What follows belongs to an exercise in optimizing a design on an open flow for small area, a short achievable clock period and few clock cycles per item; a production flow would make more cautious choices. In this exercise RTL edits were held to simulation tests only and were not proved equivalent to the original.

cedar:
==> flow/design.v (excerpt) <==
module CompDiv(
	input [31:0] Divisor_input,
	input [31:0] Dividend_input,
	input run,
	input rst,
	input clk,
	output ready,
	output [31:0] Quotient_output,
	output [31:0] Remainder_output
	);
Size: roughly 110 flip-flops, about 130 I/O pins, about 8200 sq um of cells after synthesis.
==> flow/config.mk <==
export PLATFORM = sky130hd
export DESIGN_NAME = CompDiv
export DESIGN_NICKNAME = CompDiv
export VERILOG_FILES = /design/flow/design.v
export SDC_FILE = /design/flow/constraint.sdc
export NUM_CORES = 4
export LEC_CHECK = 0
export CAP_MARGIN = 20
export CORE_MARGIN = 2
export CORE_UTILIZATION = 40
export SLEW_MARGIN = 20
==> flow/constraint.sdc <==
create_clock -name core_clock -period 10.0 [get_ports {clk}]
set_input_delay 2.0000 -clock core_clock [delete_from_list [all_inputs] [get_ports {clk}]]
set_output_delay 2.0000 -clock core_clock [all_outputs]
set_load 0.01 [all_outputs]
standard.sh (not shown) runs the stock make flow with config.mk's settings and CLKGATE_MAP_FILE= SYNTH_SCRIPT=/design/flow/synth_recipe.tcl, a recipe that flattens the netlist after the stock synthesis.
==> flow/flow/run.sh <==
#!/bin/bash
# The standard layout (standard.sh, unchanged synthesis) with two optimisation knobs:
#  - port buffers are buf_1 cells (buffer_ports' own pick is a larger delay cell)
# standard.sh's output goes to standard.log here; ORFS's own logs stay under orfs/logs.
export SETUP_SLACK_MARGIN=7
export BUFFER_PORTS_ARGS="-buffer_cell sky130_fd_sc_hd__buf_1"
bash standard.sh > standard.log 2>&1
cedar completed end to end with timing, DRC and antenna clean.
Testbench counts of cedar, summed over its fixed seeds: cycles 19,557, items 2,400.
For ember, these inputs were changed with respect to cedar:
# cedar
export LEC_CHECK = 0
export CAP_MARGIN = 20
export CORE_MARGIN = 2
export CORE_UTILIZATION = 40
export SLEW_MARGIN = 20
create_clock -name core_clock -period 10.0 [get_ports {clk}]
# ember
export LEC_CHECK = 0
export CAP_MARGIN = 20
export CORE_MARGIN = 2
export CORE_UTILIZATION = 60
export SLEW_MARGIN = 20
create_clock -name core_clock -period 10.0 [get_ports {clk}]
--- a/flow/flow/run.sh
+++ b/flow/flow/run.sh
@@ -2 +2 @@
-# The standard layout (standard.sh, unchanged synthesis) with two optimisation knobs:
+# The standard layout (standard.sh, unchanged synthesis) with these optimisation knobs:
@@ -3,0 +4 @@
+#  - optional: sizing may change a cell's footprint (FOOTPRINT=0)
@@ -7 +8 @@
-bash standard.sh > standard.log 2>&1
+bash standard.sh MATCH_CELL_FOOTPRINT=0 finish > standard.log 2>&1
Notes after the runs:
In the tables for ember and cedar, non-clock buffer count reads lower with ember. Number of gates on the worst path with buffers counted: ember vs cedar down 1. The worst setup slack after placement of ember exceeds that of cedar by 0.065 ns. Number of hold violations in the final report came out exactly the same in ember and cedar. The final reports for ember and cedar show total iterations of the first detailed-routing run higher in the former. Between cedar and ember, the final worst-path cycle share figures differ only marginally.

CompDiv, a different RTL version from the one above (not shown whole).
For scale: about 110 flip-flops, ~130 I/O pins, roughly 0.0075 mm^2 of cells after synthesis.
Design CompDiv, start of the top module:
module CompDiv(
	input [31:0] Divisor_input,
	input [31:0] Dividend_input,
	input run,
	input rst,
	input clk,
	output ready,
	output [31:0] Quotient_output,
	output [31:0] Remainder_output
	);
export LEC_CHECK = 0
export CAP_MARGIN = 20
export CORE_MARGIN = 2
export CORE_UTILIZATION = 60
export SLEW_MARGIN = 20
create_clock -name core_clock -period 10.0 [get_ports {clk}]
==> flow/flow/run.sh <==
#!/bin/bash
# The standard layout (standard.sh, unchanged synthesis) with these optimisation knobs:
#  - port buffers are buf_1 cells (buffer_ports' own pick is a larger delay cell)
#  - sizing may change a cell's footprint
#  - after global routing, gates on the least critical 30% of paths are sized down (RECOVER_POWER)
# standard.sh's output goes to standard.log here; ORFS's own logs stay under orfs/logs.
export SETUP_SLACK_MARGIN=7
export RECOVER_POWER=30
export BUFFER_PORTS_ARGS="-buffer_cell sky130_fd_sc_hd__buf_1"
bash standard.sh MATCH_CELL_FOOTPRINT=0 finish > standard.log 2>&1
The first run ran to the end with violations: capacitance limit, slew limit.
Testbench counts at the start, summed over its fixed seeds: cycles 19,444, items 2,400.
Then changed:
==> flow/flow/run.sh (replaced) <==
#!/bin/bash
# The standard layout (standard.sh, unchanged synthesis) with these optimisation knobs:
#  - port buffers are buf_1 cells (buffer_ports' own pick is a larger delay cell)
#  - optional: sizing may change a cell's footprint (FOOTPRINT=0)
# standard.sh's output goes to standard.log here; ORFS's own logs stay under orfs/logs.
export SETUP_SLACK_MARGIN=7.15
export BUFFER_PORTS_ARGS="-buffer_cell sky130_fd_sc_hd__buf_1"
bash standard.sh MATCH_CELL_FOOTPRINT=0 finish > standard.log 2>&1
The new run produced a clean layout.
Final cell count is higher by 6.7%.
Core utilization is higher by 11 points.
Non-clock buffer count is higher by 79.
Sequential share of layout area is lower by 2.0 points.
Clock-buffer cell count is unchanged.

-- afterwards: timing with drivers on the ports --
In the flow no input, the clock included, has a driving cell. The finished layouts below were timed again as built, in two steps. Step 1 assumes that a clkbuf_16 drives the clock port and a buf_2 every other input. Step 2 times the ports against the registers' clock, not the clock port: input delays grow and output delays shrink by t, the midpoint of the rising clock arrivals with the driver on. Slacks: no drivers / after step 1 / after step 2; pairs: no drivers / after step 1.
| run | shift t [ns] | setup slack, ns | hold WS [ns] | worst setup path after step 2 | worst slew at a driven data input, ns |
|---|---|---|---|---|---|
| cedar | 0.416 | 6.855 / 6.808 / 6.871 | 0.537 / 0.537 / 0.537 | register to register | 0.06 |
| ember | 0.407 | 6.868 / 6.824 / 6.958 | 0.543 / 0.543 / 0.543 | register to register | 0.04 |
| the first run of note 2 | 0.407 | 5.061 / 5.061 / 5.061 | 0.492 / 0.492 / 0.492 | register to register | 0.04 |
| the second run of note 2 | 0.415 | 7.048 / 7.048 / 7.048 | 0.490 / 0.490 / 0.490 | register to register | 0.04 |
